This is an optimization exercise on Yosys and OpenROAD, whose aim is small area, not a production implementation.
In this exercise RTL edits were held to simulation tests only and were not proved equivalent to the original.
Power is estimated from default activity; no workload was simulated.

// Cricket
module Cricket(
    input clk_fpga,
    input reset,
    input btnU,
    input sw,
    output dp,
    output [6:0] seg,
    output [3:0] an,
    output [15:0] led
    );
For scale: about 92 flip-flops.
==> module Cricket, before the edit <==
module Cricket(
    input clk_fpga,
    input reset,
    input btnU,
    input sw,
    output dp,
    output [6:0] seg,
    output [3:0] an,
    output [15:0] led
    );
    reg [11:0] count;
    reg new_press, stable, now_stable;
    wire cnt_low0 = (count[10:0] == 11'd0);
    wire cnt_term = count[11] & cnt_low0;
    always @(posedge clk_fpga) begin
        if (reset) begin
            count <= 0;
            new_press <= 0;
            stable <= 0;
        end else if (btnU == new_press) begin
            if (cnt_term)
                stable <= btnU;
            else
                count <= {count[10:0], count[11] ^ count[7] ^ count[1] ^ count[0] ^ cnt_low0};
        end else begin
            count <= 0;
            new_press <= btnU;
        end
    end
    always @(posedge clk_fpga)
        if (reset) now_stable <= 0;
        else now_stable <= stable;
    wire delivery = stable & ~now_stable;
    reg [5:0] shift;
    reg shift0_d;    
    always @(posedge clk_fpga) begin
        if (reset) shift <= 6'b111111;
        else shift <= {shift[1] ^ shift[4], shift[5:1]};
        shift0_d <= shift[0];
    end
    wire [3:0] q  = shift[3:0];
    wire [3:0] qp = {shift[2:0], shift0_d};    
    reg [8:0] cnt;      
    reg [2:0] ph;       
    reg [4:0] hb;       
    wire cnt_end = (cnt == 9'd33);      
    always @(posedge clk_fpga) begin
        if (reset) begin
            cnt <= 0;
            ph <= 3'd1;
            hb <= 0;
        end else if (cnt_end) begin
            cnt <= 0;
            ph <= ph + 1'b1;
            hb <= (hb == 5'd20) ? 5'd0 : {hb[3:0], ~(hb[4] ^ hb[2])};    
        end else
            cnt <= {cnt[7:0], ~(cnt[8] ^ cnt[4])};
    end
    wire [1:0] digit = ph[2:1];
    reg [4:0] sc;
    wire sc_step = (ph == 3'd5) && (hb == 5'd0) && (cnt == 9'd0);    
    always @(posedge clk_fpga) begin
        if (reset)
            sc <= 0;
        else if (sc_step)
            sc <= (sc == 5'd14) ? 5'd31 : (sc == 5'd31) ? 5'd15 : sc + 1'b1;
    end
    reg [15:0] scroll;
    integer i;
    always @(*) begin
        for (i = 0; i < 16; i = i + 1)
            scroll[i] = sc[4] ? (sc[3:0] != i) : ((sc[3:0] > i) || (sc[3:0] == 4'd15));
    end
    reg [1:0] t1h, t2h;          
    reg [3:0] t1t, t2t;          
    reg [3:0] t1o, t2o;          
    reg [3:0] t1w, t2w;          
    reg [6:0] b1, b2;            
    reg selD;                    
    reg selL;                    
    reg pend;                    
    reg pendb;                   
    reg G;                       
    reg inningOver;
    wire [1:0] ch = selD ? t2h : t1h;
    wire [3:0] ct = selD ? t2t : t1t;
    wire [3:0] co = selD ? t2o : t1o;
    wire [3:0] cw = selD ? t2w : t1w;
    wire [6:0] cb = selL ? b2 : b1;
    wire over1 = (t1w >= 4'd10) || (b1 >= 7'd120);
    wire over2 = (t2w >= 4'd10) || (b2 >= 7'd120);
    wire gameOver = G | (over1 & over2);
    wire winner = ~({t1h, t1t, t1o} > {t2h, t2t, t2o});
    reg [2:0] d;
    always @(*) begin
        case (qp)
            3, 4, 5, 6: d = 3'd1;
            7, 8, 9:    d = 3'd2;
            10:         d = 3'd3;
            11:         d = 3'd4;
            12:         d = 3'd6;
            default:    d = 3'd0;
        endcase
    end
    wire wk = (qp == 4'd15);
    wire [4:0] o_sum = co + d;
    wire o_carry = (o_sum >= 5'd10);
    wire wrap = (ch == 2'd2) && (ct == 4'd5) && (o_sum >= 5'd6);
    wire [3:0] n_o = wrap ? o_sum - 5'd6 : o_carry ? o_sum - 5'd10 : o_sum[3:0];
    wire t_carry = o_carry && (ct == 4'd9);
    wire [3:0] n_t = (wrap || t_carry) ? 4'd0 : ct + o_carry;
    wire [1:0] n_h = wrap ? 2'd0 : ch + t_carry;
    wire [3:0] n_w = cw + wk;
    always @(posedge clk_fpga) begin
        if (reset) begin
            t1h <= 0; t1t <= 0; t1o <= 0; t1w <= 0;
            t2h <= 0; t2t <= 0; t2o <= 0; t2w <= 0;
            b1 <= 0; b2 <= 0;
            selD <= 0; selL <= 0;
            pend <= 0; pendb <= 0;
            G <= 0;
        end else begin
            if (pend && !selD) begin
                t1h <= n_h; t1t <= n_t; t1o <= n_o; t1w <= n_w;
            end
            if (pend && selD) begin
                t2h <= n_h; t2t <= n_t; t2o <= n_o; t2w <= n_w;
            end
            if (pendb && !selL) b1 <= cb + 1'b1;
            if (pendb && selL) b2 <= cb + 1'b1;
            if (!(delivery && cw >= 4'd10)) selD <= sw;
            if (!(delivery && inningOver)) selL <= sw;
            pend <= delivery && !gameOver && (cw < 4'd10);
            pendb <= delivery && !gameOver && !inningOver && (q != 4'd13) && (q != 4'd14);
            G <= gameOver;
        end
    end
    always @(posedge clk_fpga)
        inningOver <= !reset && ((cw >= 4'd10) || (cb >= 7'd120));
    assign led = G ? scroll : {9'd0, cb};
    reg [3:0] nd;
    always @(*) begin
        case (digit)
            2'd0: nd = (cw >= 4'd10) ? cw - 4'd10 : cw;
            2'd1: nd = co;
            2'd2: nd = ct;
            2'd3: nd = {2'b00, ch};
        endcase
    end
    reg [6:0] seg_n;        
    always @(*) begin
        case (nd)
            0: seg_n = 7'b100_0000;
            1: seg_n = 7'b111_1001;
            2: seg_n = 7'b010_0100;
            3: seg_n = 7'b011_0000;
            4: seg_n = 7'b001_1001;
            5: seg_n = 7'b001_0010;
            6: seg_n = 7'b000_0010;
            7: seg_n = 7'b111_1000;
            8: seg_n = 7'b000_0000;
            9: seg_n = 7'b001_0000;
            default: seg_n = 7'b000_1000;
        endcase
    end
    reg [6:0] seg_go;       
    always @(*) begin
        case (digit)
            2'd1: seg_go = winner ? 7'b010_0100 : 7'b111_1001;
            2'd3: seg_go = 7'b000_0111;
            default: seg_go = 7'b100_0000;
        endcase
    end
    reg [6:0] seg_io;       
    always @(*) begin
        case (digit)
            2'd0: seg_io = 7'b111_1101;
            2'd1: seg_io = 7'b100_0000;
            2'd2: seg_io = 7'b100_1111;
            2'd3: seg_io = 7'b101_1111;
        endcase
    end
    wire [6:0] segs = gameOver ? seg_go : inningOver ? seg_io : seg_n;
    assign seg = segs;
    assign an = ~(4'b0001 << digit);
    assign dp = ~(digit == 2'd1);
endmodule
==> flow/config.mk <==
export PLATFORM = sky130hd
export DESIGN_NAME = Cricket
export DESIGN_NICKNAME = Cricket
export VERILOG_FILES = /design/flow/design.v
export SDC_FILE = /design/flow/constraint.sdc
export NUM_CORES = 4
export LEC_CHECK = 0
export CAP_MARGIN = 20
export CORE_MARGIN = 2
export CORE_UTILIZATION = 40
export CTS_CLUSTER_DIAMETER = 200
export CTS_CLUSTER_SIZE = 50
export SLEW_MARGIN = 20
==> flow/constraint.sdc <==
create_clock -name core_clock -period 12.0 [get_ports {clk_fpga}]
set_input_delay 2.4000 -clock core_clock [delete_from_list [all_inputs] [get_ports {clk_fpga}]]
set_output_delay 2.4000 -clock core_clock [all_outputs]
set_load 0.01 [all_outputs]
standard.sh (not shown) runs the stock make flow with config.mk's settings and CLKGATE_MAP_FILE= SYNTH_SCRIPT=/design/flow/synth_recipe.tcl, a recipe that flattens the netlist after the stock synthesis.
==> flow/flow/run.sh <==
#!/bin/bash
# Own layout flow: the standard ORFS flow (standard.sh), with the synthesis
# mapped for area instead of speed (the 12 ns clock leaves ample slack):
#  - abc maps the combinational logic with an area-oriented script
#    (abc_area_own.script, used in place of ORFS's abc_speed.script),
#  - Yosys's adder cells (ha/fa) are not pre-placed, so abc maps adders too,
#  - the port buffers are the smallest buffer, sky130_fd_sc_hd__buf_1,
#  - CTS arguments from cts_args.txt, if present.
# Registers, their names and cell types are the standard synthesis's.
# Every tool's output goes to the ORFS logs under orfs/logs/ and to flow.log here.
set -euo pipefail
WORK=$(pwd)
SC="$WORK/scripts_own"
rm -rf "$SC"
cp -r "$FLOW_HOME/scripts" "$SC"
cp "$WORK/flow/abc_area_own.script" "$SC/abc_speed.script"
ARGS=("SCRIPTS_DIR=$SC" "ADDER_MAP_FILE=" "BUFFER_PORTS_ARGS=-buffer_cell sky130_fd_sc_hd__buf_1")
if [[ -f "$WORK/flow/cts_args.txt" ]]; then
    ARGS+=("CTS_ARGS=$(cat "$WORK/flow/cts_args.txt")")
fi
bash "$WORK/standard.sh" "${ARGS[@]}" finish > "$WORK/flow.log" 2>&1
==> flow/flow/abc_area_own.script <==
strash
dch -f
amap
strash
dch -f
amap
topo
==> flow/flow/cts_args.txt <==
-sink_clustering_enable -repair_clock_nets -dont_use_dummy_load -sink_clustering_size 50 -sink_clustering_max_diameter 200
Then changed:
--- a/flow/design.v
+++ b/flow/design.v
@@ -13,8 +13,10 @@
     reg new_press, stable, now_stable;
     wire cnt_low0 = (count[10:0] == 11'd0);
-    wire cnt_term = count[11] & cnt_low0;
+    wire cnt_term = ~count[11] & cnt_low0;
+    wire cnt_fb = (count[11] & ~cnt_low0) ^ count[7] ^ count[1] ^ count[0];
+    wire cnt_clr = reset | (btnU != new_press);
     always @(posedge clk_fpga) begin
+        count <= cnt_clr ? 12'h001 : {count[10:0], cnt_fb};
         if (reset) begin
-            count <= 0;
             new_press <= 0;
             stable <= 0;
@@ -22,24 +24,17 @@
             if (cnt_term)
                 stable <= btnU;
-            else
-                count <= {count[10:0], count[11] ^ count[7] ^ count[1] ^ count[0] ^ cnt_low0};
-        end else begin
-            count <= 0;
+        end else
             new_press <= btnU;
-        end
     end
     always @(posedge clk_fpga)
-        if (reset) now_stable <= 0;
-        else now_stable <= stable;
+        now_stable <= stable;
     wire delivery = stable & ~now_stable;
-    reg [5:0] shift;
-    reg shift0_d;    
+    reg [5:1] shift;
     always @(posedge clk_fpga) begin
-        if (reset) shift <= 6'b111111;
-        else shift <= {shift[1] ^ shift[4], shift[5:1]};
-        shift0_d <= shift[0];
+        if (reset) shift <= 5'b11111;
+        else shift <= {shift[1] ^ shift[4], shift[5:2]};
     end
-    wire [3:0] q  = shift[3:0];
-    wire [3:0] qp = {shift[2:0], shift0_d};    
+    wire [3:0] q  = {shift[3:1], shift[5] ^ shift[3]};
+    wire [3:0] qp = {shift[2:1], shift[5] ^ shift[3], shift[4] ^ shift[2]};    
     reg [8:0] cnt;      
     reg [2:0] ph;       
@@ -105,11 +100,11 @@
     end
     wire wk = (qp == 4'd15);
-    wire [4:0] o_sum = co + d;
-    wire o_carry = (o_sum >= 5'd10);
-    wire wrap = (ch == 2'd2) && (ct == 4'd5) && (o_sum >= 5'd6);
-    wire [3:0] n_o = wrap ? o_sum - 5'd6 : o_carry ? o_sum - 5'd10 : o_sum[3:0];
-    wire t_carry = o_carry && (ct == 4'd9);
-    wire [3:0] n_t = (wrap || t_carry) ? 4'd0 : ct + o_carry;
-    wire [1:0] n_h = wrap ? 2'd0 : ch + t_carry;
+    wire [3:0] o_sum = co + d;
+    wire top = ch[1] && (ct == 4'd5);             
+    wire o_carry = top ? (o_sum >= 4'd6) : (o_sum >= 4'd10);
+    wire [3:0] n_o = o_carry ? o_sum - (top ? 4'd6 : 4'd10) : o_sum;
+    wire t_carry = o_carry && (top || ct == 4'd9);
+    wire [3:0] n_t = t_carry ? 4'd0 : ct + o_carry;
+    wire [1:0] n_h = (top && o_carry) ? 2'd0 : ch + t_carry;
     wire [3:0] n_w = cw + wk;
     always @(posedge clk_fpga) begin
Worst setup slack gets better by 0.043 ns.
Die area decreases by 0.32%.
Synthesized cell count goes down by about 1.5%.
Clock skew went down by 0.014 ns.
Total power came out lower by 0.90%.
Global-route usage shrinks by 1.2 points.
Design area is lower by about 0.3%.
Via count rose by about 0.5%.
Combinational power climbs by 22%.
Sequential share of layout area went down by 0.71 points.
Synthesized area shrinks by 0.34%.
Core utilization goes down by 0.14 points.

[separate check: timing with driven ports]
The results above use ideal ports. As a check the final layouts listed here were re-extracted and re-timed, cells and wires unchanged. Step 1 (the two cells are an assumption about what drives the block):
set clk [get_ports {clk_fpga}]
set_driving_cell -lib_cell sky130_fd_sc_hd__clkbuf_16 $clk
set_driving_cell -lib_cell sky130_fd_sc_hd__buf_2 [delete_from_list [all_inputs] $clk]
Step 2 adds t to the input delays and takes it off the output delays; t is the mean of the earliest and latest rising clock arrival at the registers after step 1. Input paths then give back, and output paths get back, about the clock's delay inside the block. Three values: no drivers, after step 1, after step 2; two values: the first two.
run | shift t [ns] | setup WS [ns] | clock arrival spread, ns
the first run | 0.398 | 5.544 / 5.512 / 5.910 | 0.040 / 0.039
the second run | 0.379 | 5.588 / 5.557 / 5.935 | 0.022 / 0.023
After both steps every run listed still meets setup and hold.
